From an optimization exercise on the open Yosys and OpenROAD flow, aimed at small area and a short achievable clock period; shortcuts taken in it are not production practice.
Function was not checked in any run shown here: the RTL went through the layout flow alone.
Power figures rest on the tool's default switching activity, not on a simulated workload.

`design/flow/config.mk`:
```
export PLATFORM = sky130hd
export DESIGN_NAME = bfu_dif_top
export DESIGN_NICKNAME = bfu_dif_top
export VERILOG_FILES = /design/flow/design.v
export SDC_FILE = /design/flow/constraint.sdc
export NUM_CORES = 4
export LEC_CHECK = 0
export CAP_MARGIN = 20
export CORE_MARGIN = 2
export CORE_UTILIZATION = 40
export SLEW_MARGIN = 20
```
`design/flow/constraint.sdc`:
```
create_clock -name core_clock -period 6.5 [get_ports {clk}]
set_input_delay 1.3000 -clock core_clock [delete_from_list [all_inputs] [get_ports {clk}]]
set_output_delay 1.3000 -clock core_clock [all_outputs]
set_load 0.01 [all_outputs]
```
`design/flow/design.v`:
```
module cmx_add (
    input [31:0] a,
    input [31:0] b,
    input sub_flag,
    output [31:0] c
  );
  wire signed [15:0] a_real = a[15:0];
  wire signed [15:0] a_img = a[31:16];
  wire signed [15:0] b_real = b[15:0];
  wire signed [15:0] b_img = b[31:16];
  wire [15:0] c_real = (sub_flag)? (a_real - b_real):
       a_real + b_real;
  wire [15:0] c_img = (sub_flag)? (a_img - b_img):
       a_img + b_img;
  assign c = {c_img, c_real};     
endmodule
module bfu_internal(
    input [31:0] a,
    input [31:0] b,
    output [31:0] c_plus,
    output [31:0] c_minus
  );
  cmx_add u0_cmx_add_plus(
    .a(a),
    .b(b),
    .sub_flag(1'h0),
    .c(c_plus)
  );
  cmx_add u1_cmx_add_minus(
    .a(a),
    .b(b),
    .sub_flag(1'h1),
    .c(c_minus)
  );
endmodule
module cmx_mult # (parameter AWIDTH = 16, BWIDTH = 16)
  (
    input clk,
    input reset_n,
    input signed [AWIDTH-1:0]      ar, ai,
    input signed [BWIDTH-1:0]      br, bi,
    output signed [AWIDTH+BWIDTH:0] pr, pi
  );
  reg signed [AWIDTH-1:0] ai_d, ai_dd, ai_ddd, ai_dddd   ;
  reg signed [AWIDTH-1:0] ar_d, ar_dd, ar_ddd, ar_dddd   ;
  reg signed [BWIDTH-1:0] bi_d, bi_dd, bi_ddd, br_d, br_dd, br_ddd ;
  reg signed [AWIDTH:0]  addcommon     ;
  reg signed [BWIDTH:0]  addr, addi     ;
  reg signed [AWIDTH+BWIDTH:0] mult0, multr, multi, pr_int, pi_int  ;
  reg signed [AWIDTH+BWIDTH:0] common, commonr1, commonr2   ;
  always @(posedge clk or negedge reset_n)
  begin
    if (!reset_n)
    begin
      ar_d   <= 'h0;
      ar_dd  <= 'h0;
      ai_d   <= 'h0;
      ai_dd  <= 'h0;
      br_d   <= 'h0;
      br_dd  <= 'h0;
      br_ddd <= 'h0;
      bi_d   <= 'h0;
      bi_dd  <= 'h0;
      bi_ddd <= 'h0;
    end
    else
    begin
      ar_d   <= ar;
      ar_dd  <= ar_d;
      ai_d   <= ai;
      ai_dd  <= ai_d;
      br_d   <= br;
      br_dd  <= br_d;
      br_ddd <= br_dd;
      bi_d   <= bi;
      bi_dd  <= bi_d;
      bi_ddd <= bi_dd;
    end
  end
  always @(posedge clk or negedge reset_n)
  begin
    if (!reset_n)
    begin
      addcommon <= 'h0;
      mult0     <= 'h0;
      common    <= 'h0;
    end
    else
    begin
      addcommon <= ar_d - ai_d;
      mult0     <= addcommon * bi_dd;
      common    <= mult0;
    end
  end
  always @(posedge clk or negedge reset_n)
  begin
    if (!reset_n)
    begin
      ar_ddd   <= 'h0;
      ar_dddd  <= 'h0;
      addr     <= 'h0;
      multr    <= 'h0;
      commonr1 <= 'h0;
      pr_int   <= 'h0;
    end
    else
    begin
      ar_ddd   <= ar_dd;
      ar_dddd  <= ar_ddd;
      addr     <= br_ddd - bi_ddd;
      multr    <= addr * ar_dddd;
      commonr1 <= common;
      pr_int   <= multr + commonr1;
    end
  end
  always @(posedge clk or negedge reset_n)
  begin
    if (!reset_n)
    begin
      ai_ddd   <= 'h0;
      ai_dddd  <= 'h0;
      addi     <= 'h0;
      multi    <= 'h0;
      commonr2 <= 'h0;
      pi_int   <= 'h0;
    end
    else
    begin
      ai_ddd   <= ai_dd;
      ai_dddd  <= ai_ddd;
      addi     <= br_ddd + bi_ddd;
      multi    <= addi * ai_dddd;
      commonr2 <= common;
      pi_int   <= multi + commonr2;
    end
  end
  assign pr = pr_int;
  assign pi = pi_int;
endmodule  
module delay_buffer #(
    parameter  BIT_WIDTH = 32,
    parameter  DELAY_STAGES = 6
  ) (
    input clk,
    input reset_n,
    input [BIT_WIDTH-1:0] buf_in,
    output [BIT_WIDTH-1:0] buf_out
  );
  reg [BIT_WIDTH-1:0] r_stages [0:DELAY_STAGES-1];
  integer  i;
  always @(posedge clk or negedge reset_n)
  begin
    if (!reset_n)
    begin
      for (i=0; i<DELAY_STAGES; i=i+1)
      begin
        r_stages[i] <= 'h0;
      end
    end
    else
    begin
      r_stages[0] <= buf_in;
      for (i=0; i<(DELAY_STAGES-1); i=i+1)
      begin
        r_stages[i+1] <= r_stages[i];
      end
    end
  end
  assign buf_out = r_stages[DELAY_STAGES-1];
endmodule
module rom_async (
	addr,
	data
);
	parameter WIDTH = 8;
	parameter DEPTH = 256;
	parameter INIT_F = "";
	localparam ADDRW = $clog2(DEPTH);
	input wire [ADDRW - 1:0] addr;
	output reg [WIDTH - 1:0] data;
	reg [WIDTH - 1:0] memory [0:DEPTH - 1];
	initial begin
		$readmemh("tw_rom_p_8_st_1_q_8.mem", memory);
	end
	always @(*) data = memory[addr];
endmodule
module tw_rom #(parameter ROM_DEPTH = 4,
                  parameter ROM_WIDTH = 32,
                  parameter ROM_FILE = "tw_rom.mem",
                  parameter A_WIDTH = $clog2(ROM_DEPTH)
                 ) (
                   input [A_WIDTH-1:0] addr,
                   output  signed [15:0] tw_real,
                   output  signed [15:0] tw_img
                 );
  rom_async #(
              .WIDTH(ROM_WIDTH),
              .DEPTH(ROM_DEPTH),
              .INIT_F(ROM_FILE)
            ) tw_rom(
              .addr(addr),
              .data({tw_img, tw_real})
            );
endmodule
module bfu_dif_top
  #(parameter  Q_POINT = 8,
    parameter  TW_ROM_DEPTH = 4,
    parameter ADDR_W = $clog2(TW_ROM_DEPTH),
    parameter TW_ROM_FILE = "tw_rom_p_8_st_1_q_8.mem")
   (
     input clk,
     input reset_n,
     input [31:0] a,
     input [31:0] b,
     input [ADDR_W-1:0] tw_addr,
     output [31:0] c_plus,
     output [31:0] c_minus
   );
  function [11:0] kmul;
    input k;
    input [3:0] n;
    begin
      kmul[0] = (k & ~n[3] & ~n[2] & ~n[1] & n[0]) | (k & ~n[3] & ~n[2] & n[1] & n[0]) | (k & ~n[3] & n[2] & ~n[1] & n[0]) | (k & ~n[3] & n[2] & n[1] & n[0]) | (k & n[3] & ~n[2] & ~n[1] & n[0]) | (k & n[3] & ~n[2] & n[1] & n[0]) | (k & n[3] & n[2] & ~n[1] & n[0]) | (k & n[3] & n[2] & n[1] & n[0]);
      kmul[1] = (k & ~n[3] & ~n[2] & n[1] & ~n[0]) | (k & ~n[3] & ~n[2] & n[1] & n[0]) | (k & ~n[3] & n[2] & n[1] & ~n[0]) | (k & ~n[3] & n[2] & n[1] & n[0]) | (k & n[3] & ~n[2] & n[1] & ~n[0]) | (k & n[3] & ~n[2] & n[1] & n[0]) | (k & n[3] & n[2] & n[1] & ~n[0]) | (k & n[3] & n[2] & n[1] & n[0]);
      kmul[2] = (k & ~n[3] & ~n[2] & ~n[1] & n[0]) | (k & ~n[3] & ~n[2] & n[1] & n[0]) | (k & ~n[3] & n[2] & ~n[1] & ~n[0]) | (k & ~n[3] & n[2] & n[1] & ~n[0]) | (k & n[3] & ~n[2] & ~n[1] & n[0]) | (k & n[3] & ~n[2] & n[1] & n[0]) | (k & n[3] & n[2] & ~n[1] & ~n[0]) | (k & n[3] & n[2] & n[1] & ~n[0]);
      kmul[3] = (k & ~n[3] & ~n[2] & n[1] & ~n[0]) | (k & ~n[3] & ~n[2] & n[1] & n[0]) | (k & ~n[3] & n[2] & ~n[1] & n[0]) | (k & ~n[3] & n[2] & n[1] & ~n[0]) | (k & n[3] & ~n[2] & ~n[1] & ~n[0]) | (k & n[3] & ~n[2] & ~n[1] & n[0]) | (k & n[3] & n[2] & ~n[1] & ~n[0]) | (k & n[3] & n[2] & n[1] & n[0]);
      kmul[4] = (k & ~n[3] & ~n[2] & ~n[1] & n[0]) | (k & ~n[3] & ~n[2] & n[1] & n[0]) | (k & ~n[3] & n[2] & ~n[1] & ~n[0]) | (k & ~n[3] & n[2] & n[1] & ~n[0]) | (k & ~n[3] & n[2] & n[1] & n[0]) | (k & n[3] & ~n[2] & ~n[1] & n[0]) | (k & n[3] & ~n[2] & n[1] & ~n[0]) | (k & n[3] & n[2] & ~n[1] & ~n[0]) | (k & n[3] & n[2] & ~n[1] & n[0]) | (k & n[3] & n[2] & n[1] & n[0]);
      kmul[5] = (k & ~n[3] & ~n[2] & ~n[1] & n[0]) | (k & ~n[3] & ~n[2] & n[1] & ~n[0]) | (k & ~n[3] & n[2] & n[1] & ~n[0]) | (k & ~n[3] & n[2] & n[1] & n[0]) | (k & n[3] & ~n[2] & ~n[1] & ~n[0]) | (k & n[3] & n[2] & ~n[1] & ~n[0]) | (k & n[3] & n[2] & ~n[1] & n[0]) | (k & n[3] & n[2] & n[1] & ~n[0]);
      kmul[6] = (k & ~n[3] & ~n[2] & n[1] & ~n[0]) | (k & ~n[3] & n[2] & ~n[1] & ~n[0]) | (k & ~n[3] & n[2] & n[1] & n[0]) | (k & n[3] & ~n[2] & ~n[1] & n[0]) | (k & n[3] & ~n[2] & n[1] & n[0]) | (k & n[3] & n[2] & ~n[1] & ~n[0]) | (k & n[3] & n[2] & n[1] & ~n[0]);
      kmul[7] = (k & ~n[3] & ~n[2] & ~n[1] & n[0]) | (k & ~n[3] & n[2] & ~n[1] & ~n[0]) | (k & ~n[3] & n[2] & ~n[1] & n[0]) | (k & ~n[3] & n[2] & n[1] & n[0]) | (k & n[3] & ~n[2] & ~n[1] & ~n[0]) | (k & n[3] & ~n[2] & n[1] & n[0]) | (k & n[3] & n[2] & n[1] & ~n[0]) | (k & n[3] & n[2] & n[1] & n[0]);
      kmul[8] = (~k & ~n[3] & ~n[2] & ~n[1] & n[0]) | (~k & ~n[3] & ~n[2] & n[1] & n[0]) | (~k & ~n[3] & n[2] & ~n[1] & n[0]) | (~k & ~n[3] & n[2] & n[1] & n[0]) | (~k & n[3] & ~n[2] & ~n[1] & n[0]) | (~k & n[3] & ~n[2] & n[1] & n[0]) | (~k & n[3] & n[2] & ~n[1] & n[0]) | (~k & n[3] & n[2] & n[1] & n[0]) | (k & ~n[3] & ~n[2] & n[1] & ~n[0]) | (k & ~n[3] & n[2] & ~n[1] & n[0]) | (k & n[3] & ~n[2] & ~n[1] & ~n[0]) | (k & n[3] & ~n[2] & n[1] & ~n[0]) | (k & n[3] & ~n[2] & n[1] & n[0]) | (k & n[3] & n[2] & ~n[1] & n[0]) | (k & n[3] & n[2] & n[1] & ~n[0]);
      kmul[9] = (~k & ~n[3] & ~n[2] & n[1] & ~n[0]) | (~k & ~n[3] & ~n[2] & n[1] & n[0]) | (~k & ~n[3] & n[2] & n[1] & ~n[0]) | (~k & ~n[3] & n[2] & n[1] & n[0]) | (~k & n[3] & ~n[2] & n[1] & ~n[0]) | (~k & n[3] & ~n[2] & n[1] & n[0]) | (~k & n[3] & n[2] & n[1] & ~n[0]) | (~k & n[3] & n[2] & n[1] & n[0]) | (k & ~n[3] & ~n[2] & n[1] & n[0]) | (k & ~n[3] & n[2] & ~n[1] & ~n[0]) | (k & ~n[3] & n[2] & ~n[1] & n[0]) | (k & n[3] & ~n[2] & ~n[1] & n[0]) | (k & n[3] & ~n[2] & n[1] & ~n[0]) | (k & n[3] & ~n[2] & n[1] & n[0]) | (k & n[3] & n[2] & n[1] & n[0]);
      kmul[10] = (~k & ~n[3] & n[2] & ~n[1] & ~n[0]) | (~k & ~n[3] & n[2] & ~n[1] & n[0]) | (~k & ~n[3] & n[2] & n[1] & ~n[0]) | (~k & ~n[3] & n[2] & n[1] & n[0]) | (~k & n[3] & n[2] & ~n[1] & ~n[0]) | (~k & n[3] & n[2] & ~n[1] & n[0]) | (~k & n[3] & n[2] & n[1] & ~n[0]) | (~k & n[3] & n[2] & n[1] & n[0]) | (k & ~n[3] & n[2] & n[1] & ~n[0]) | (k & ~n[3] & n[2] & n[1] & n[0]) | (k & n[3] & ~n[2] & ~n[1] & ~n[0]) | (k & n[3] & ~n[2] & ~n[1] & n[0]) | (k & n[3] & ~n[2] & n[1] & ~n[0]) | (k & n[3] & ~n[2] & n[1] & n[0]);
      kmul[11] = (~k & n[3] & ~n[2] & ~n[1] & ~n[0]) | (~k & n[3] & ~n[2] & ~n[1] & n[0]) | (~k & n[3] & ~n[2] & n[1] & ~n[0]) | (~k & n[3] & ~n[2] & n[1] & n[0]) | (~k & n[3] & n[2] & ~n[1] & ~n[0]) | (~k & n[3] & n[2] & ~n[1] & n[0]) | (~k & n[3] & n[2] & n[1] & ~n[0]) | (~k & n[3] & n[2] & n[1] & n[0]) | (k & n[3] & n[2] & ~n[1] & ~n[0]) | (k & n[3] & n[2] & ~n[1] & n[0]) | (k & n[3] & n[2] & n[1] & ~n[0]) | (k & n[3] & n[2] & n[1] & n[0]);
    end
  endfunction
  function [7:0] kmul_top;
    input k;
    input [1:0] n;
    begin
      kmul_top[0] = (k & ~n[1] & n[0]) | (k & n[1] & n[0]);
      kmul_top[1] = (k & n[1] & ~n[0]) | (k & n[1] & n[0]);
      kmul_top[2] = (k & ~n[1] & n[0]) | (k & n[1] & ~n[0]);
      kmul_top[3] = (k & n[1] & n[0]);
      kmul_top[4] = (k & ~n[1] & n[0]) | (k & n[1] & ~n[0]);
      kmul_top[5] = (k & ~n[1] & n[0]);
      kmul_top[6] = (k & n[1] & n[0]);
      kmul_top[7] = (k & ~n[1] & n[0]) | (k & n[1] & ~n[0]);
    end
  endfunction
  function [7:0] kmul_lo;
    input k;
    input [7:0] n;
    reg [11:0] t0, t1;
    reg [12:0] s;
    begin
      t0 = kmul(k, n[3:0]);
      t1 = kmul(k, n[7:4]);
      s = {1'b0, t1} + {5'd0, t0[11:4]};
      kmul_lo = s[11:4];
    end
  endfunction
  wire [8:0] srL = {1'b0, a[7:0]} + {1'b0, b[7:0]};
  wire [8:0] siL = {1'b0, a[23:16]} + {1'b0, b[23:16]};
  wire [8:0] ndL = {1'b0, b[7:0]} + {1'b0, ~a[7:0]} + {1'b1};
  wire [8:0] diL = {1'b0, a[23:16]} + {1'b0, ~b[23:16]} + {1'b1};
  reg [7:0] sr1, si1, nd1, di1;
  reg csr1, csi1, cnd1, cdi1;
  reg [7:0] arh1, aih1, brh1, bih1;
  reg r1_z2, r1_t3, r1_z0, r1_c;
  reg i1_nz0, i1_nz2, i1_nt3;
  reg k1;
  always @(posedge clk) begin
    sr1 <= srL[7:0]; si1 <= siL[7:0]; nd1 <= ndL[7:0]; di1 <= diL[7:0];
    csr1 <= srL[8]; csi1 <= siL[8]; cnd1 <= ndL[8]; cdi1 <= diL[8];
    arh1 <= a[15:8]; aih1 <= a[31:24]; brh1 <= b[15:8]; bih1 <= b[31:24];
    r1_z2 <= tw_addr == 2'd2; r1_t3 <= tw_addr == 2'd3; r1_z0 <= tw_addr == 2'd0; r1_c <= ~tw_addr[1];
    i1_nz0 <= tw_addr != 2'd0; i1_nz2 <= tw_addr != 2'd2; i1_nt3 <= tw_addr != 2'd3;
    k1 <= tw_addr[0];
  end
  wire [8:0] srH = {1'b0, arh1} + {1'b0, brh1} + {csr1};
  wire [8:0] siH = {1'b0, aih1} + {1'b0, bih1} + {csi1};
  wire [8:0] ndH = {1'b0, brh1} + {1'b0, ~arh1} + {cnd1};
  wire [8:0] diH = {1'b0, aih1} + {1'b0, ~bih1} + {cdi1};
  wire [7:0] xrL = r1_z2 ? 8'd0 : (r1_t3 ? nd1 : ~nd1);
  wire [7:0] yrL = r1_z0 ? 8'd0 : di1;
  wire [7:0] xiL = i1_nz0 ? nd1 : 8'd0;
  wire [7:0] yiL = i1_nz2 ? (i1_nt3 ? di1 : ~di1) : 8'd0;
  wire [8:0] urL = {1'b0, xrL} + {1'b0, yrL} + {r1_c};
  wire [8:0] uiL = {1'b0, xiL} + {1'b0, yiL} + {~i1_nt3};
  reg [31:0] p2;
  reg [7:0] ndh2, dih2, url2, uil2;
  reg cur2, cui2, ndz2;
  reg r2_z2, r2_t3, r2_z0;
  reg i2_nz0, i2_nz2, i2_nt3;
  reg k2, nk2;
  always @(posedge clk) begin
    p2 <= {siH[7:0], si1, srH[7:0], sr1};
    ndh2 <= ndH[7:0]; dih2 <= diH[7:0];
    url2 <= urL[7:0]; uil2 <= uiL[7:0]; cur2 <= urL[8]; cui2 <= uiL[8];
    ndz2 <= nd1 != 8'd0;
    r2_z2 <= r1_z2; r2_t3 <= r1_t3; r2_z0 <= r1_z0;
    i2_nz0 <= i1_nz0; i2_nz2 <= i1_nz2; i2_nt3 <= i1_nt3;
    k2 <= k1; nk2 <= ~k1;
  end
  wire nd_neg = ndh2[7] & (ndh2[6:0] != 7'd0 | ndz2);
  wire [9:0] ndxH = {{2{nd_neg}}, ndh2};
  wire [9:0] dixH = {{2{dih2[7]}}, dih2};
  wire [9:0] xrH = r2_z2 ? 10'd0 : (r2_t3 ? ndxH : ~ndxH);
  wire [9:0] yrH = r2_z0 ? 10'd0 : dixH;
  wire [9:0] xiH = i2_nz0 ? ndxH : 10'd0;
  wire [9:0] yiH = i2_nz2 ? (i2_nt3 ? dixH : ~dixH) : 10'd0;
  wire [10:0] urH = {1'b0, xrH} + {1'b0, yrH} + {cur2};
  wire [10:0] uiH = {1'b0, xiH} + {1'b0, yiH} + {cui2};
  reg [31:0] p3;
  reg [9:0] urh3, uih3;
  reg [7:0] rq3, iq3;
  reg k3, nk3;
  always @(posedge clk) begin
    p3 <= p2;
    urh3 <= urH[9:0]; uih3 <= uiH[9:0];
    rq3 <= kmul_lo(k2, url2); iq3 <= kmul_lo(~nk2, uil2);
    k3 <= k2; nk3 <= nk2;
  end
  wire [11:0] rT2 = kmul(k3, urh3[3:0]), rT3 = kmul(k3, urh3[7:4]);
  wire [7:0] rT4 = kmul_top(k3, urh3[9:8]);
  wire rb_cs0 = rq3[0] ^ rT2[0] ^ 1'b0;
  wire rb_cc0 = (rq3[0] & rT2[0]) | (rq3[0] & 1'b0) | (rT2[0] & 1'b0);
  wire rb_cs1 = rq3[1] ^ rT2[1] ^ 1'b0;
  wire rb_cc1 = (rq3[1] & rT2[1]) | (rq3[1] & 1'b0) | (rT2[1] & 1'b0);
  wire rb_cs2 = rq3[2] ^ rT2[2] ^ 1'b0;
  wire rb_cc2 = (rq3[2] & rT2[2]) | (rq3[2] & 1'b0) | (rT2[2] & 1'b0);
  wire rb_cs3 = rq3[3] ^ rT2[3] ^ 1'b0;
  wire rb_cc3 = (rq3[3] & rT2[3]) | (rq3[3] & 1'b0) | (rT2[3] & 1'b0);
  wire rb_cs4 = rq3[4] ^ rT2[4] ^ rT3[0];
  wire rb_cc4 = (rq3[4] & rT2[4]) | (rq3[4] & rT3[0]) | (rT2[4] & rT3[0]);
  wire rb_cs5 = rq3[5] ^ rT2[5] ^ rT3[1];
  wire rb_cc5 = (rq3[5] & rT2[5]) | (rq3[5] & rT3[1]) | (rT2[5] & rT3[1]);
  wire rb_cs6 = rq3[6] ^ rT2[6] ^ rT3[2];
  wire rb_cc6 = (rq3[6] & rT2[6]) | (rq3[6] & rT3[2]) | (rT2[6] & rT3[2]);
  wire rb_cs7 = rq3[7] ^ rT2[7] ^ rT3[3];
  wire rb_cc7 = (rq3[7] & rT2[7]) | (rq3[7] & rT3[3]) | (rT2[7] & rT3[3]);
  wire [7:0] rbS = {rb_cs7, rb_cs6, rb_cs5, rb_cs4, rb_cs3, rb_cs2, rb_cs1, rb_cs0};
  wire [7:0] rbC = {rb_cc6, rb_cc5, rb_cc4, rb_cc3, rb_cc2, rb_cc1, rb_cc0, 1'b0};
  wire [8:0] rsb = {1'b0, rbS} + {1'b0, rbC};
  wire [7:0] rsbv = rsb[7:0];
  wire rcba = rsb[8], rcbb = rb_cc7;
  wire rc_cs0 = rT2[8] ^ rT3[4] ^ rT4[0];
  wire rc_cc0 = (rT2[8] & rT3[4]) | (rT2[8] & rT4[0]) | (rT3[4] & rT4[0]);
  wire rc_cs1 = rT2[9] ^ rT3[5] ^ rT4[1];
  wire rc_cc1 = (rT2[9] & rT3[5]) | (rT2[9] & rT4[1]) | (rT3[5] & rT4[1]);
  wire rc_cs2 = rT2[10] ^ rT3[6] ^ rT4[2];
  wire rc_cc2 = (rT2[10] & rT3[6]) | (rT2[10] & rT4[2]) | (rT3[6] & rT4[2]);
  wire rc_cs3 = rT2[11] ^ rT3[7] ^ rT4[3];
  wire rc_cc3 = (rT2[11] & rT3[7]) | (rT2[11] & rT4[3]) | (rT3[7] & rT4[3]);
  wire rc_cs4 = 1'b0 ^ rT3[8] ^ rT4[4];
  wire rc_cc4 = (1'b0 & rT3[8]) | (1'b0 & rT4[4]) | (rT3[8] & rT4[4]);
  wire rc_cs5 = 1'b0 ^ rT3[9] ^ rT4[5];
  wire rc_cc5 = (1'b0 & rT3[9]) | (1'b0 & rT4[5]) | (rT3[9] & rT4[5]);
  wire rc_cs6 = 1'b0 ^ rT3[10] ^ rT4[6];
  wire rc_cc6 = (1'b0 & rT3[10]) | (1'b0 & rT4[6]) | (rT3[10] & rT4[6]);
  wire rc_cs7 = 1'b0 ^ rT3[11] ^ rT4[7];
  wire rc_cc7 = (1'b0 & rT3[11]) | (1'b0 & rT4[7]) | (rT3[11] & rT4[7]);
  wire [7:0] rcS = {rc_cs7, rc_cs6, rc_cs5, rc_cs4, rc_cs3, rc_cs2, rc_cs1, rc_cs0};
  wire [7:0] rcC = {rc_cc6, rc_cc5, rc_cc4, rc_cc3, rc_cc2, rc_cc1, rc_cc0, 1'b0};
  wire [8:0] rsc = {1'b0, rcS} + {1'b0, rcC};
  wire [7:0] rscv = rsc[7:0];
  wire [11:0] iT2 = kmul(~nk3, uih3[3:0]), iT3 = kmul(~nk3, uih3[7:4]);
  wire [7:0] iT4 = kmul_top(~nk3, uih3[9:8]);
  wire ib_cs0 = iq3[0] ^ iT2[0] ^ 1'b0;
  wire ib_cc0 = (iq3[0] & iT2[0]) | (iq3[0] & 1'b0) | (iT2[0] & 1'b0);
  wire ib_cs1 = iq3[1] ^ iT2[1] ^ 1'b0;
  wire ib_cc1 = (iq3[1] & iT2[1]) | (iq3[1] & 1'b0) | (iT2[1] & 1'b0);
  wire ib_cs2 = iq3[2] ^ iT2[2] ^ 1'b0;
  wire ib_cc2 = (iq3[2] & iT2[2]) | (iq3[2] & 1'b0) | (iT2[2] & 1'b0);
  wire ib_cs3 = iq3[3] ^ iT2[3] ^ 1'b0;
  wire ib_cc3 = (iq3[3] & iT2[3]) | (iq3[3] & 1'b0) | (iT2[3] & 1'b0);
  wire ib_cs4 = iq3[4] ^ iT2[4] ^ iT3[0];
  wire ib_cc4 = (iq3[4] & iT2[4]) | (iq3[4] & iT3[0]) | (iT2[4] & iT3[0]);
  wire ib_cs5 = iq3[5] ^ iT2[5] ^ iT3[1];
  wire ib_cc5 = (iq3[5] & iT2[5]) | (iq3[5] & iT3[1]) | (iT2[5] & iT3[1]);
  wire ib_cs6 = iq3[6] ^ iT2[6] ^ iT3[2];
  wire ib_cc6 = (iq3[6] & iT2[6]) | (iq3[6] & iT3[2]) | (iT2[6] & iT3[2]);
  wire ib_cs7 = iq3[7] ^ iT2[7] ^ iT3[3];
  wire ib_cc7 = (iq3[7] & iT2[7]) | (iq3[7] & iT3[3]) | (iT2[7] & iT3[3]);
  wire [7:0] ibS = {ib_cs7, ib_cs6, ib_cs5, ib_cs4, ib_cs3, ib_cs2, ib_cs1, ib_cs0};
  wire [7:0] ibC = {ib_cc6, ib_cc5, ib_cc4, ib_cc3, ib_cc2, ib_cc1, ib_cc0, 1'b0};
  wire [8:0] isb = {1'b0, ibS} + {1'b0, ibC};
  wire [7:0] isbv = isb[7:0];
  wire icba = isb[8], icbb = ib_cc7;
  wire ic_cs0 = iT2[8] ^ iT3[4] ^ iT4[0];
  wire ic_cc0 = (iT2[8] & iT3[4]) | (iT2[8] & iT4[0]) | (iT3[4] & iT4[0]);
  wire ic_cs1 = iT2[9] ^ iT3[5] ^ iT4[1];
  wire ic_cc1 = (iT2[9] & iT3[5]) | (iT2[9] & iT4[1]) | (iT3[5] & iT4[1]);
  wire ic_cs2 = iT2[10] ^ iT3[6] ^ iT4[2];
  wire ic_cc2 = (iT2[10] & iT3[6]) | (iT2[10] & iT4[2]) | (iT3[6] & iT4[2]);
  wire ic_cs3 = iT2[11] ^ iT3[7] ^ iT4[3];
  wire ic_cc3 = (iT2[11] & iT3[7]) | (iT2[11] & iT4[3]) | (iT3[7] & iT4[3]);
  wire ic_cs4 = 1'b0 ^ iT3[8] ^ iT4[4];
  wire ic_cc4 = (1'b0 & iT3[8]) | (1'b0 & iT4[4]) | (iT3[8] & iT4[4]);
  wire ic_cs5 = 1'b0 ^ iT3[9] ^ iT4[5];
  wire ic_cc5 = (1'b0 & iT3[9]) | (1'b0 & iT4[5]) | (iT3[9] & iT4[5]);
  wire ic_cs6 = 1'b0 ^ iT3[10] ^ iT4[6];
  wire ic_cc6 = (1'b0 & iT3[10]) | (1'b0 & iT4[6]) | (iT3[10] & iT4[6]);
  wire ic_cs7 = 1'b0 ^ iT3[11] ^ iT4[7];
  wire ic_cc7 = (1'b0 & iT3[11]) | (1'b0 & iT4[7]) | (iT3[11] & iT4[7]);
  wire [7:0] icS = {ic_cs7, ic_cs6, ic_cs5, ic_cs4, ic_cs3, ic_cs2, ic_cs1, ic_cs0};
  wire [7:0] icC = {ic_cc6, ic_cc5, ic_cc4, ic_cc3, ic_cc2, ic_cc1, ic_cc0, 1'b0};
  wire [8:0] isc = {1'b0, icS} + {1'b0, icC};
  wire [7:0] iscv = isc[7:0];
  reg [31:0] p4;
  reg [7:0] rb4, ib4, rr4, ir4;
  reg rc4a, rc4b, ic4a, ic4b;
  always @(posedge clk) begin
    p4 <= p3;
    rb4 <= rsbv; ib4 <= isbv; rr4 <= rscv; ir4 <= iscv;
    rc4a <= rcba; rc4b <= rcbb; ic4a <= icba; ic4b <= icbb;
  end
  reg [31:0] p5, m5;
  always @(posedge clk) begin
    p5 <= p4;
    m5 <= {ir4 + {6'd0, ic4a} + {6'd0, ic4b}, ib4, rr4 + {6'd0, rc4a} + {6'd0, rc4b}, rb4};
  end
  reg [31:0] p6, m6;
  always @(posedge clk) begin
    p6 <= p5;
    m6 <= m5;
  end
  assign c_plus = p6;
  assign c_minus = m6;
endmodule
```
`design/flow/tw_rom_p_8_st_1_q_8.mem`:
```
00000100
FF4B00B5
FF000000
FF4BFF4B
```
`design/flow/run.sh`:
```
#!/bin/bash
# synth_recipe.tcl (not shown) runs the flow's synth.tcl, then flattens the netlist and writes it again
# the make line also repeats each setting of config.mk as NAME=value (left out here)
make -C /OpenROAD-flow-scripts/flow DESIGN_CONFIG=/design/flow/config.mk WORK_HOME=/design/flow/orfs CLKGATE_MAP_FILE= SYNTH_SCRIPT=/design/flow/synth_recipe.tcl finish
```
==> results of run 1 <==
layer usage:
metal  vias to the layer above  share of wire  GRT usage
met1                      5046           0.47      0.181
met2                       182           0.46      0.226
li1                       5823              -          -
met4                         0          0.023     0.0461
met5                         -              0          0
met3                        53          0.048     0.0340
layout make-up:
class	count	area (µm²)	area share
Sequential cell	415	8310	0.405
Multi-Input combinational cell	1053	8120	0.396
Timing Repair Buffer	130	1300	0.0635
Clock buffer	57	1210	0.0590
Tap cell	585	732	0.0357
Inverter	170	638	0.0311
Clock inverter	19	185	0.00904
cell families after synthesis:
logic type / share of synthesized area
compound gates: 0.127
buf+inv: 0.0510
flops: 0.480
mux: 0.00231
xor+xnor: 0.0891
fa+ha+maj: 0.155
simple gates: 0.0959
placed cells by master, fill, tap and decap left out, types with 7 or more instances in the layout:
master,n
a211oi_1,7
a21o_1,32
a21oi_1,126
and2_1,38
clkbuf_16,43
clkbuf_8,8
clkdlybuf4s50_1,130
clkinv_2,9
dfxtp_1,415
fa_1,42
ha_1,142
inv_1,169
nand2_1,74
nand2b_1,25
nand3_1,9
nor2_1,100
nor2b_1,44
nor3_1,11
o211ai_1,7
o21ai_0,69
o21bai_1,40
o31ai_1,13
xnor2_1,124
xor2_1,52
critical path, delay by kind of cell (launching register included):
family | cells | cell delay (ps)
compound gates | 7 | 1530
flops | 1 | 760
simple gates | 3 | 650
buf+inv | 1 | 350
fa+ha+maj | 1 | 150
state kept, by name (all words and copies together) (netlist names), 10 cells and up:
name,cells
m6,32
p2,32
p3,32
urh3,10
p4,32
uih3,10
p6,32
p5,32
m5,32
power by group:
part / internal, mW / total [mW] / switching, mW
logic: 1.96 / 3.93 / 1.97
clock network: 1.39 / 2.37 / 0.977
registers: 3.40 / 4.03 / 0.631
total: 6.75 / 10.3 / 3.58
metrics by stage:
| stage | utilization | hold WS, ps | total power, mW | std cells | instance area [µm²] |
|---|---|---|---|---|---|
| after floorplan | - | 310 | 6.97 | 1696 | 17300 |
| after global placement | 0.445 | 310 | 7.97 | 2353 | 19100 |
| after detailed placement | 0.445 | 312 | 8.04 | 2353 | 19100 |
| after CTS | 0.478 | 323 | 10.5 | 2429 | 20500 |
| after global routing | 0.478 | 328 | 11.2 | 2429 | 20500 |
| final | 0.478 | 320 | 10.3 | 2429 | 20500 |
how the worst max path moves through the flow:
stage | start | slack (ps) | cells past startpoint | end
floorplan | urh3[5]$_DFF_P_ | 3470 | 13 | rr4[7]$_DFF_P_
global placement | k2$_DFF_P_ | 3050 | 12 | rq3[5]$_DFF_P_
detailed placement | uih3[6]$_DFF_P_ | 2990 | 14 | ir4[7]$_DFF_P_
CTS | uih3[6]$_DFF_P_ | 2980 | 14 | ir4[7]$_DFF_P_
global route | url2[5]$_DFF_P_ | 2570 | 13 | rq3[5]$_DFF_P_
finish | k2$_DFF_P_ | 2920 | 12 | rq3[5]$_DFF_P_
==> impl_metrics.csv, run 1 <==
group,metric,value,unit
pwr,cellPowerDensity,504,nW/µm²
pwr,leakage,9.17,nW
placement,post-dp-hpwl,22700,µm
sta,slew_violations,0,
critical_path,cp_max_fo,22,
cts,numCtsBuffers,42,
critical_path,cpMostUsedCell,"a21oi_1",
global_route,grt_start_max_net_pins,33,
cts,cts-root-buf,"clkbuf_16",
sta,worstMarginPinSlew,975,ps
synthesis,syn_area_per_cell,10.2,µm²
worst_hold_path,hold_end,"p4[27]$_DFF_P_",
global_route,grt.overflow.total,0,
placement,dp_slack,2990,ps
die,dieArea,45000,µm²
global_route,grt_pass1_vias,11000,
worst_hold_path,min_from,"p3[27]$_DFF_P_",
sta,clock.fmax,279,MHz
synthesis,ys_types,68,
sta,hold_viol,0,
synthesis,synth_nets,1948,
cts,hold_buffers,0,
die,initial_utilization,0.404,
critical_path,end_kind,"flop",
route,dr.first_iter.drc_count,461,
synthesis,netlist_instances,1696,
synthesis,yosysSeqAreaShare,0.480,
route,via_count,11100,
synthesis,synth_area_leaders,"dfxtp_1 48%, ha_1 10%, xnor2_1 6.3%, fa_1 4.9%, inv_1 3.7%",
cts,cts_max_path_buffers,3,
synthesis,yosysTopAreaCell,"dfxtp_1",
critical_path,critPathMaxStageDelay,760,ps
sta,fin_tns_setup,0,ps
cts,insertion_delay,560,ps
route,viasPerCell,4.57,
synthesis,async_flop_share,0,
worst_hold_path,holdCritPathClass,"reg -> reg",
synthesis,synthTopCellsByCount,"415 x dfxtp_1, 169 x inv_1, 142 x ha_1",
route,wl_per_cell,12.5,µm
critical_path,cp.arrival,4000,ps
route,first_pass_iters,5,
synthesis,yosys.area.top_type_share,0.480,
flow_run,cap_viol_max_count,0,
placement,port_buffers,130,
sta,setup_viol,0,
synthesis,synth-edff-count,0,
cells_and_area,diodes,0,
sta,fin_crit_sh,0.551,
synthesis,yosysMostFrequentCell,"dfxtp_1",
cells_and_area,nets,2064,
route,ant_nets,0,
sta,worst_slack,2920,ps
cts,clkTransAtPathRegs,60,ps
critical_path,r2r-start,"k2$_DFF_P_",
cts,clock-sinks,415,
route,drc,0,
global_route,grt_usage,0.139,
sta,grt_setup_unrepaired,"false",
critical_path,path_cells,"inv_1 -> a21oi_1 -> o31ai_1 -> a21oi_1 -> ha_1 -> nand4_1 -> a311o_1 -> nor4bb_2 -> o31a_2 -> or2_1 -> o31ai_2 -> a222oi_1",
critical_path,worstReg2RegEnd,"rq3[5]$_DFF_P_",
route,finalWirelength,30300,µm
die,row_count,76,
global_route,antenna_found_initial,0,
sta,fin_skew,14.7,ps
placement,place_congestion,0.832,
critical_path,crit_path_start_kind,"flop",
pwr,vdd_drop_max,0.000261,V
cts,cts_tree,"built",
critical_path,rr_worst_depth,12,
cells_and_area,drive_above_1_share,0.0450,
die,die_h,212,µm
global_route,grt_pass1_wl,51200,µm
critical_path,worst_ep_required_time,6920,ps
cts,cts.repair.resized,0,
critical_path,cpMaxStageDelayCell,"dfxtp_1",
worst_hold_path,hold_depth,0,
sta,slew_headroom,0.349,
status,status,"finished clean",
synthesis,synth_flop_cell,"dfxtp_1",
synthesis,syn_area,17300,µm²
cells_and_area,fillers,3986,
critical_path,r2r_slack,2920,ps
critical_path,crit_type,"reg -> reg",
cells_and_area,area_growth,18.4,%
die,die_w,212,µm
cts,post-cts-setup-buffer-count,0,
die,core,42900,µm²
die,boundaryPins,132,
synthesis,yosys_warnings,1,
cts,htreeDepth,2,
sta,final.min_clock_period,3580,ps
synthesis,ys_seq_elements,415,
==> inputs of run 2 (changes only) <==
--- a/design/flow/config.mk
+++ b/design/flow/config.mk
@@ -8,4 +8,5 @@
 export CAP_MARGIN = 20
 export CORE_MARGIN = 2
 export CORE_UTILIZATION = 40
+export SETUP_SLACK_MARGIN = 3.7
 export SLEW_MARGIN = 20
==> run 2 against run 1 <==
Final cell count grew 4.2%. Global-route usage grew 0.51 points. Clock skew grew 3.5 ps. Power grew 13%. Sequential share of layout area shrank 2.3 points. Synthesized cell count is the same. Critical path type unchanged.
==> impl_metrics.csv, run 2 <==
group,metric,value,unit
global_route,grt_pass1_wl,53300,µm
synthesis,synth_fa_ha_area_frac,0.155,
critical_path,r2r_slack,3580,ps
sta,hold_viol,0,
cells_and_area,diodes,0,
cts,clkTransAtPathRegs,60,ps
global_route,antenna_found_initial,1,
synthesis,synth-edff-count,0,
sta,slew_headroom,0.636,
die,die_h,212,µm
critical_path,cp.arrival,3360,ps
global_route,grt_usage,0.144,
synthesis,synth_top_family_by_area,"adder cells",
cells_and_area,nets,2165,
route,ant_nets,0,
route,dr.first_iter.drc_count,441,
sta,worstMarginPinSlew,546,ps
synthesis,synthTopCellsByCount,"415 x dfxtp_1, 169 x inv_1, 142 x ha_1",
synthesis,synthXorXnorAreaFrac,0.0891,
cts,htreeDepth,2,
placement,place_congestion,0.831,
critical_path,crit_path_start_kind,"flop",
synthesis,yosys.area.top_type_share,0.480,
critical_path,cp_max_fo,5,
placement,port_buffers,130,
critical_path,worstSetupStartpoint,"url2[1]$_DFF_P_",
cells_and_area,final_common_cell,"dfxtp_1",
status,status,"finished clean",
critical_path,worstReg2RegEnd,"rq3[5]$_DFF_P_",
pwr,leakage,9.86,nW
sta,setup_viol,0,
pwr,cellPowerDensity,528,nW/µm²
sta,grt_setup_unrepaired,"true",
route,drc,0,
synthesis,syn_area_per_cell,10.2,µm²
flow_run,cap_viol_max_count,0,
sta,fin_skew,18.3,ps
sta,clock.fmax,343,MHz
cts,insertion_delay,570,ps
synthesis,async_flop_share,0,
die,initial_utilization,0.404,
sta,fin_crit_sh,0.449,
cts,numCtsBuffers,43,
synthesis,synth_flop_cell,"dfxtp_1",
pwr,vdd_drop_max,0.000230,V
sta,fin_tns_setup,0,ps
die,row_count,76,
cells_and_area,area_growth,27.5,%
synthesis,yosys_warnings,1,
cts,hold_buffers,0,
placement,post-dp-hpwl,22900,µm
critical_path,worst_ep_required_time,6950,ps
route,first_pass_iters,5,
die,boundaryPins,132,
cts,cts-root-buf,"clkbuf_16",
synthesis,yosysMostFrequentCell,"dfxtp_1",
synthesis,netlist_instances,1696,
cts,cts_tree,"built",
global_route,grt_pass1_vias,11400,
sta,hold_slack,322,ps
cells_and_area,drive_above_1_share,0.173,
synthesis,syn_area,17300,µm²
critical_path,cp-endpoint,"rq3[5]$_DFF_P_",
die,core,42900,µm²
pwr,finalPower,11.7,mW
route,via_count,11700,
synthesis,synth_simple_gate_area_frac,0.0959,
synthesis,ys_types,68,
route,wl_per_cell,13.0,µm
sta,final.min_clock_period,2920,ps
synthesis,synth_mux_area_frac,0.00231,
route,viasPerCell,4.61,
synthesis,yosysSeqAreaShare,0.480,
synthesis,yosysTopAreaCell,"dfxtp_1",
critical_path,crit_type,"reg -> reg",
cells_and_area,most-common-layout-cells,"374 x dfxtp_1, 154 x inv_1, 137 x ha_1, 126 x clkdlybuf4s50_1, 123 x xnor2_1",
die,die_w,212,µm
cts,clock-sinks,415,
global_route,grt_start_max_net_pins,33,
worst_hold_path,hold_depth,0,
critical_path,end_kind,"flop",
critical_path,rr_worst_depth,13,
synthesis,synth_area_leaders,"dfxtp_1 48%, ha_1 10%, xnor2_1 6.3%, fa_1 4.9%, inv_1 3.7%",
cts,cts_max_path_buffers,3,
die,dieArea,45000,µm²
worst_hold_path,holdCritPathClass,"reg -> reg",
synthesis,synth_nets,1948,
route,finalWirelength,32900,µm
global_route,grt.overflow.total,0,
critical_path,r2r-start,"url2[1]$_DFF_P_",
sta,slew_violations,0,
synthesis,ys_seq_elements,415,
synthesis,synth-compound-area-share,0.127,
[run 2: cell types whose count changed in the layout (fill, tap and decap cells not counted), moves of 10 or more]
cell     before  now
inv_1       169  154
nor2_2        0   10
a21oi_2       0   19
a21oi_1     126  107
dfxtp_4       0   36
buf_4         0   95
nor2_1      100   85
dfxtp_1     415  374
[run 2: through the flow]
step / cell area, µm² / worst slack (ps) / utilization / instances
floorplan: 17500 / 3660 / - / 1696
CTS: 21300 / 3570 / 0.497 / 2474
finish: 22100 / 3580 / 0.515 / 2530
global placement: 19200 / 3120 / 0.448 / 2353
global route: 22100 / 3440 / 0.515 / 2530
detailed placement: 19200 / 3100 / 0.448 / 2353
[run 2: critical path: stages, from the launching register on]
cell and delay, ps:
dfxtp_4 370, inv_4 60, nor2_4 110, nor2_1 60
a211oi_2 180, a211oi_2 70, ha_1 290, nand4_1 80
a311o_1 350, nor4bb_4 330, o31a_2 250, a311oi_1 60
a211o_1 240, a222oi_1 320
[run 2: timing repair]
item / in CTS / in global routing
cloned: 1 / 0
gates resized for setup: 91 / 100
endpoints found under the setup margin: 32 / 34
pin swaps: 21 / 62
setup buffers: 43 / 56
[run 2: power breakdown]
group / leakage [nW] / switching, mW / internal, mW / total (mW)
registers: 3.51 / 0.544 / 3.46 / 4.00
logic: 5.57 / 2.43 / 2.52 / 4.95
clock network: 0.779 / 1.01 / 1.70 / 2.71
total: 9.86 / 3.98 / 7.68 / 11.7
[run 2: area by class of cell]
type	count	area, µm²
Clock buffer	54	1190
Clock inverter	23	414
Inverter	170	662
Fill cell	3852	20800
Multi-Input combinational cell	1054	8580
Timing Repair Buffer	229	2050
Sequential cell	415	8450
Tap cell	585	732
[run 2: cells by family after synthesis]
| kind of cell | count (synthesis) |
|---|---|
| flops | 415 |
| compound gates | 349 |
| simple gates | 334 |
| buf+inv | 228 |
| fa+ha+maj | 190 |
| xor+xnor | 176 |
| mux | 4 |
[run 2: layer usage]
layer	global-route usage	routed length [µm]
met1	0.182	14900
met2	0.240	15400
met3	0.0341	1600
met4	0.0495	888
met5	0	13
[run 2: how the worst min path moves through the flow]
stage / endpoint / slack [ps] / from
4_1_cts: p3[25]$_DFF_P_ / 320 / p2[25]$_DFF_P_
2_1_floorplan: m5[0]$_DFF_P_ / 310 / rb4[0]$_DFF_P_
5_1_grt: p3[25]$_DFF_P_ / 330 / p2[25]$_DFF_P_
3_5_place_dp: p5[8]$_DFF_P_ / 310 / p4[8]$_DFF_P_
6_report: p6[16]$_DFF_P_ / 320 / p5[16]$_DFF_P_
3_3_place_gp: p6[2]$_DFF_P_ / 310 / p5[2]$_DFF_P_
==> inputs of run 3 (changes only) <==
--- a/design/flow/config.mk
+++ b/design/flow/config.mk
@@ -7,6 +7,7 @@
 export LEC_CHECK = 0
 export CAP_MARGIN = 20
 export CORE_MARGIN = 2
-export CORE_UTILIZATION = 40
+export CORE_UTILIZATION = 55
+export CTS_BUF_LIST = sky130_fd_sc_hd__clkbuf_8
 export SETUP_SLACK_MARGIN = 3.7
 export SLEW_MARGIN = 20
==> run 3 against run 2 <==
Clock skew rose by 23 ps. Sequential cell count did not move. Final area fell by 1.9%. Power fell by 3.3%. Largest power group unchanged. Final cell count fell by 6.2%. Sequential power barely moved. Count of clock-buffer cells in the layout rose by 23. Critical path type unchanged. Global-route usage rose by 4.7 points. Critical path depth did not move.
==> impl_metrics.csv, run 3 <==
group,metric,value,unit
critical_path,worstReg2RegEnd,"rq3[5]$_DFF_P_",
die,boundaryPins,132,
cts,cts_max_path_buffers,3,
critical_path,rr_worst_depth,13,
critical_path,worst_ep_required_time,6940,ps
route,viasPerCell,4.93,
global_route,grt_usage,0.191,
cells_and_area,most-common-layout-cells,"375 x dfxtp_1, 168 x inv_1, 135 x ha_1, 122 x xnor2_1, 120 x clkdlybuf4s50_1",
die,die_w,181,µm
status,status,"finished clean",
die,die_h,181,µm
pwr,vdd_drop_max,0.000259,V
sta,final.min_clock_period,2970,ps
sta,clock.fmax,337,MHz
critical_path,r2r-start,"url2[1]$_DFF_P_",
cells_and_area,diodes,0,
cts,insertion_delay,590,ps
synthesis,ys_seq_elements,415,
sta,hold_slack,302,ps
synthesis,async_flop_share,0,
route,via_count,11700,
synthesis,syn_area_per_cell,10.2,µm²
critical_path,crit_type,"reg -> reg",
die,core,30700,µm²
cts,cts-root-buf,"clkbuf_8",
global_route,grt_pass1_vias,11500,
synthesis,synth-edff-count,0,
cells_and_area,final_area,21600,µm²
cells_and_area,nets,2177,
die,row_count,64,
worst_hold_path,hold_depth,0,
synthesis,synth_nets,1948,
synthesis,synth_flop_cell,"dfxtp_1",
critical_path,crit_path_start_kind,"flop",
critical_path,cp_max_fo,5,
sta,grt_setup_unrepaired,"true",
sta,slew_violations,0,
placement,placed_cell_area,19000,µm²
synthesis,yosysTopAreaCell,"dfxtp_1",
critical_path,end_kind,"flop",
placement,place_congestion,0.854,
route,finalWirelength,31300,µm
cts,clkTransAtPathRegs,70,ps
pwr,cellPowerDensity,521,nW/µm²
cts,clock-sinks,415,
sta,hold_viol,0,
sta,fin_crit_sh,0.456,
synthesis,netlist_instances,1696,
cts,htreeDepth,3,
synthesis,yosysSeqAreaShare,0.480,
route,first_pass_iters,4,
cells_and_area,drive_above_1_share,0.179,
synthesis,ys_types,68,
synthesis,synthTopCellsByCount,"415 x dfxtp_1, 169 x inv_1, 142 x ha_1",
worst_hold_path,holdCritPathClass,"reg -> reg",
cells_and_area,area_growth,25.1,%
placement,port_buffers,130,
placement,post-dp-hpwl,21500,µm
worst_hold_path,hold_end,"p3[0]$_DFF_P_",
cts,numCtsBuffers,66,
sta,setup_viol,0,
global_route,grt_pass1_wl,52400,µm
synthesis,yosys.area.top_type_share,0.480,
route,dr.first_iter.drc_count,391,
die,initial_utilization,0.563,
synthesis,yosysMostFrequentCell,"dfxtp_1",
sta,fin_tns_setup,0,ps
synthesis,synth_area_leaders,"dfxtp_1 48%, ha_1 10%, xnor2_1 6.3%, fa_1 4.9%, inv_1 3.7%",
global_route,grt.overflow.total,0,
critical_path,cp.arrival,3410,ps
route,drc,0,
sta,worstMarginPinSlew,565,ps
sta,fin_skew,41.3,ps
cts,cts_tree,"built",
global_route,grt_start_max_net_pins,33,
synthesis,syn_area,17300,µm²
die,dieArea,32900,µm²
global_route,antenna_found_initial,1,
worst_hold_path,min_from,"p2[0]$_DFF_P_",
route,ant_nets,0,
pwr,leakage,9.88,nW
route,wl_per_cell,13.2,µm
cells_and_area,final_common_cell,"dfxtp_1",
sta,slew_headroom,0.623,
flow_run,cap_viol_max_count,0,
critical_path,r2r_slack,3530,ps
synthesis,yosys_warnings,1,
## run 3: logic make-up after synthesis
group           Yosys count  share of synthesized area
flops                   415                      0.480
buf+inv                 228                     0.0510
xor+xnor                176                     0.0891
compound gates          349                      0.127
mux                       4                    0.00231
fa+ha+maj               190                      0.155
simple gates            334                     0.0959
## run 3: per-stage QoR
step           instances  total power [mW]  worst slack (ps)  utilization
3_5_place_dp        2164              8.08              3070        0.616
6_report            2372              11.3              3530        0.704
4_1_cts             2337              10.9              3560        0.686
5_1_grt             2372              12.2              3380        0.704
2_1_floorplan       1696              7.09              3660            -
3_3_place_gp        2164              7.96              3110        0.616
## run 3: worst max path at each step
| stage | depth (start not counted) | endpoint | start |
|---|---|---|---|
| after floorplan | 16 | ir4[7]$_DFF_P_ | uih3[3]$_DFF_P_ |
| after global placement | 11 | cdi1$_DFF_P_ | a[16] |
| after detailed placement | 13 | rr4[7]$_DFF_P_ | k3$_DFF_P_ |
| after CTS | 13 | rq3[5]$_DFF_P_ | url2[1]$_DFF_P_ |
| after global routing | 13 | rq3[5]$_DFF_P_ | url2[1]$_DFF_P_ |
| final | 13 | rq3[5]$_DFF_P_ | url2[1]$_DFF_P_ |
## run 3: final cells by class
| class | instances | area (µm²) |
|---|---|---|
| clock inverters | 42 | 410 |
| clock buffers | 77 | 1060 |
| multi-input cells | 1054 | 8580 |
| well taps | 396 | 495 |
| fillers | 2392 | 9100 |
| inverters | 170 | 658 |
| flip-flops and latches | 415 | 8450 |
| repair buffers | 218 | 1990 |
## run 3: metal layers
| metal | up-vias | global-route usage | part of all wire |
|---|---|---|---|
| li1 | 6062 | - | - |
| met1 | 5329 | 0.242 | 0.46 |
| met2 | 235 | 0.319 | 0.47 |
| met3 | 65 | 0.0479 | 0.051 |
| met4 | 0 | 0.0628 | 0.022 |
| met5 | - | 0 | 0 |
## run 3: timing repair
action | CTS | global route
hold buffers | 0 | 0
endpoints found under the setup margin | 28 | 40
resized for setup | 106 | 101
pin swaps | 36 | 53
cloned | 1 | 0
buffers inserted | 53 | 35
## run 3: worst max-delay path, stage by stage (launching register included)
cell      delay, ps
dfxtp_4         390
inv_6            50
nor2_4          120
nor2_1           50
a211oi_1        170
a211oi_1         80
ha_1            310
nand4_1          90
a311o_1         350
nor4bb_2        350
o31a_2          280
or2_4           180
o31ai_2          70
a222oi_1        350
## run 3: report_power, final
| group | total [mW] | internal, mW | switching [mW] |
|---|---|---|---|
| clock network | 2.36 | 1.35 | 1.01 |
| registers | 4.00 | 3.46 | 0.542 |
| logic | 4.91 | 2.51 | 2.39 |
| total | 11.3 | 7.33 | 3.94 |
==> inputs of run 4 (changes only) <==
==> design/flow/flow/run.sh (new file) <==
#!/bin/bash
# Standard layout, with the ports buffered by buf_2 cells instead of the
# cell buffer_ports picks by default. Each ORFS step logs under orfs/logs/.
set -euo pipefail
bash standard.sh BUFFER_PORTS_ARGS="-buffer_cell sky130_fd_sc_hd__buf_2" finish > standard.log 2>&1
==> design/flow/standard.sh (new file) <==
#!/bin/bash
# synth_recipe.tcl (not shown) runs the flow's synth.tcl, then flattens the netlist and writes it again
# the make line also repeats each setting of config.mk as NAME=value (left out here)
make -C /OpenROAD-flow-scripts/flow DESIGN_CONFIG=/design/flow/config.mk WORK_HOME=/design/flow/orfs CLKGATE_MAP_FILE= SYNTH_SCRIPT=/design/flow/synth_recipe.tcl "${@:-finish}"
--- a/design/flow/config.mk
+++ b/design/flow/config.mk
@@ -7,7 +7,6 @@
 export LEC_CHECK = 0
 export CAP_MARGIN = 20
 export CORE_MARGIN = 2
-export CORE_UTILIZATION = 55
-export CTS_BUF_LIST = sky130_fd_sc_hd__clkbuf_8
+export CORE_UTILIZATION = 40
 export SETUP_SLACK_MARGIN = 3.7
 export SLEW_MARGIN = 20
removed: design/flow/run.sh
==> run 4 against run 3 <==
Still clean. Worst setup slack improved by 14 ps. Wire length rose by 3.9%. Synthesized cell count did not move. Register-to-register slack barely moved. First-iteration DRC count rose by 18%. Sequential cell count did not move. Global-route usage fell by 4.7 points. Non-clock buffer count fell by 8. Largest cell class unchanged. Highest routed layer is now met5.
==> impl_metrics.csv, run 4 <==
group,metric,value,unit
synthesis,synth_area_leaders,"dfxtp_1 48%, ha_1 10%, xnor2_1 6.3%, fa_1 4.9%, inv_1 3.7%",
cts,cts_tree,"built",
critical_path,r2r_slack,3550,ps
global_route,antenna_found_initial,1,
sta,setup_viol,0,
cts,cts-root-buf,"clkbuf_16",
global_route,grt_start_max_net_pins,33,
global_route,grt_usage,0.143,
die,row_count,76,
cts,cts_max_path_buffers,3,
cts,insertion_delay,580,ps
sta,fin_skew,21.7,ps
global_route,busiest_layer,"met2",
sta,slew_headroom,0.725,
global_route,gr-usage-met3,0.0357,
route,dr.first_iter.drc_count,460,
cells_and_area,most-common-layout-cells,"376 x dfxtp_1, 157 x inv_1, 139 x ha_1, 133 x buf_2, 123 x xnor2_1",
critical_path,worstReg2RegEnd,"rq3[5]$_DFF_P_",
sta,grt_setup_unrepaired,"true",
critical_path,crit_buf_inv,1,
die,boundaryPins,132,
synthesis,yosysMostFrequentCell,"dfxtp_1",
route,via_count,11600,
critical_path,critPathMaxStageDelay,390,ps
sta,hold_viol,0,
worst_hold_path,holdCritPathClass,"reg -> reg",
synthesis,async_flop_share,0,
synthesis,syn_area,17300,µm²
synthesis,synth-edff-count,0,
die,core,42900,µm²
sta,worstMarginPinSlew,407,ps
synthesis,ys_seq_elements,415,
cts,htreeDepth,2,
placement,place_congestion,0.871,
global_route,grt_pass1_vias,11400,
route,wl_per_cell,12.9,µm
critical_path,worst_ep_required_time,6940,ps
global_route,use_met2,0.237,
route,viasPerCell,4.63,
sta,slew_violations,0,
critical_path,cp_max_fo,5,
route,first_pass_iters,5,
pwr,cellPowerDensity,534,nW/µm²
critical_path,cp_top_family,"compound AO/OA/AOI/OAI gates",
synthesis,syn_area_per_cell,10.2,µm²
cts,numCtsBuffers,44,
placement,port_buffers,130,
critical_path,path_cells,"inv_6 -> nor2_4 -> nor2_2 -> a211oi_2 -> a211oi_2 -> ha_1 -> nand4_1 -> a311o_1 -> nor4bb_2 -> o31a_2 -> a311oi_1 -> a211o_1 -> a222oi_1",
placement,placed_cell_area,18600,µm²
cts,hold_buffers,0,
cells_and_area,nets,2147,
critical_path,r2r-start,"url2[1]$_DFF_P_",
route,ant_nets,0,
critical_path,rr_worst_depth,13,
route,finalWirelength,32500,µm
critical_path,crit_type,"reg -> reg",
synthesis,ys_types,68,
sta,final.min_clock_period,2950,ps
cells_and_area,final_area,21200,µm²
synthesis,synth_flop_cell,"dfxtp_1",
synthesis,yosys.area.top_type_share,0.480,
synthesis,netlist_instances,1696,
die,dieArea,45000,µm²
worst_hold_path,hold_depth,0,
synthesis,synthTopCellsByCount,"415 x dfxtp_1, 169 x inv_1, 142 x ha_1",
route,drc,0,
placement,post-dp-hpwl,22600,µm
flow_run,cap_viol_max_count,0,
cells_and_area,drive_above_1_share,0.225,
cts,clock-sinks,415,
synthesis,yosysSeqAreaShare,0.480,
cells_and_area,area_growth,22.6,%
worst_hold_path,hold_end,"p3[16]$_DFF_P_",
sta,clock.fmax,339,MHz
global_route,grt.overflow.total,0,
pwr,vdd_drop_max,0.000222,V
global_route,grt_pass1_wl,53300,µm
pwr,leakage,9.71,nW
critical_path,cpMaxStageDelayCell,"dfxtp_4",
worst_hold_path,min_from,"p2[16]$_DFF_P_",
synthesis,yosys_warnings,1,
cts,clkTransAtPathRegs,60,ps
sta,fin_tns_setup,0,ps
die,initial_utilization,0.404,
status,status,"finished clean",
die,die_h,212,µm
critical_path,cp.arrival,3390,ps
critical_path,crit_path_start_kind,"flop",
cells_and_area,diodes,0,
critical_path,end_kind,"flop",
synthesis,synth_nets,1948,
cells_and_area,final_common_cell,"dfxtp_1",
sta,fin_crit_sh,0.454,
synthesis,yosysTopAreaCell,"dfxtp_1",
critical_path,cpMostUsedCell,"a211oi_2",
die,die_w,212,µm
global_route,gr-usage-met1,0.183,
## run 4: through the flow
| stage | worst slack (ps) | total power [mW] | std cells | utilization | hold slack, ps |
|---|---|---|---|---|---|
| final | 3550 | 11.3 | 2513 | 0.495 | 316 |
| after global routing | 3410 | 12.2 | 2513 | 0.495 | 323 |
| after CTS | 3510 | 10.9 | 2476 | 0.480 | 319 |
| after detailed placement | 3130 | 7.97 | 2354 | 0.433 | 312 |
| after global placement | 3150 | 7.91 | 2354 | 0.433 | 310 |
| after floorplan | 3660 | 7.09 | 1696 | - | 310 |
## run 4: worst register-to-register path, cell delays in order (launching register included)
cell and delay (ps):
dfxtp_4 390, inv_6 60, nor2_4 130, nor2_2 50, a211oi_2 170, a211oi_2 70
ha_1 310, nand4_1 100, a311o_1 340, nor4bb_2 340, o31a_2 250, a311oi_1 60
a211o_1 230, a222oi_1 330
## run 4: where the power goes
part | internal [mW] | switching (mW) | total, mW
logic | 2.33 | 2.44 | 4.77
clock network | 1.51 | 1.02 | 2.54
registers | 3.46 | 0.562 | 4.02
total | 7.30 | 4.02 | 11.3
## run 4: area by class of cell
type,instances,area [µm²]
fill,3897,21700
multi-input combinational,1054,8600
sequential,415,8440
timing repair buffer,210,1250
clock buffer,56,1230
tap,585,732
inverter,170,662
clock inverter,23,300
## run 4: worst max path at each step
stage	startpoint	end	slack [ps]	cells past startpoint
after floorplan	uih3[3]$_DFF_P_	ir4[7]$_DFF_P_	3660	16
after global placement	k3$_DFF_P_	rr4[7]$_DFF_P_	3150	13
after detailed placement	uil2[2]$_DFF_P_	iq3[5]$_DFF_P_	3130	12
after CTS	url2[2]$_DFF_P_	rq3[5]$_DFF_P_	3510	11
after global routing	url2[1]$_DFF_P_	rq3[5]$_DFF_P_	3410	13
final	url2[1]$_DFF_P_	rq3[5]$_DFF_P_	3550	13
## run 4: repair_timing
item,CTS,global route
resized for setup,78,108
endpoints found under the setup margin,27,28
buffers inserted,42,37
gates cloned,1,0
hold endpoints to repair,0,0
pin swaps,25,55
## run 4: logic make-up (layout without fill, tap and decap cells)
family / count (synthesis) / after routing / synth area share
multiplexers: 4 / 4 / 0.00231
AND/OR/NAND/NOR: 334 / 334 / 0.0959
flip-flops: 415 / 415 / 0.480
XOR/XNOR: 176 / 176 / 0.0891
AO/OA/AOI/OAI: 349 / 350 / 0.127
buffers and inverters: 228 / 459 / 0.0510
adder cells (fa/ha/maj): 190 / 190 / 0.155
## run 4: routing by layer
metal | part of all wire | wire (µm)
met5 | 0.00040 | 13
met4 | 0.027 | 872
met3 | 0.053 | 1710
met2 | 0.47 | 15100
met1 | 0.45 | 14800

-- re-timing with driven ports --
The flow's constraints put no driver on any port. The routed layouts listed below were extracted and timed again, unchanged, in two steps. Step 1 (the two cells are an assumption about what drives the block):
set clk [get_ports {clk}]
set_driving_cell -lib_cell sky130_fd_sc_hd__clkbuf_16 $clk
set_driving_cell -lib_cell sky130_fd_sc_hd__buf_2 [delete_from_list [all_inputs] $clk]
Step 2, shift: input delay + t, output delay - t, t = (earliest + latest rising clock arrival at the registers) / 2. This alone moves slack from input paths to output paths. a / b / c = ideal / step 1 / step 2; a / b = the first two.
run | t (ns) | setup WS [ns] | worst setup path after step 2 | worst register clock-pin slew, ns
run 1 | 0.605 | 2.921 / 2.921 / 2.921 | register to register | 0.06 / 0.06
run 2 | 0.617 | 3.581 / 3.581 / 3.201 | input to register | 0.06 / 0.06
run 3 | 0.617 | 3.534 / 3.534 / 3.188 | input to register | 0.07 / 0.07
run 4 | 0.622 | 3.548 / 3.548 / 3.484 | input to register | 0.06 / 0.06
After both steps setup and hold are still met in every run listed. The setup slack of run 2, which loses most, moves by 0.000 ns with the drivers and by -0.380 ns with both steps.
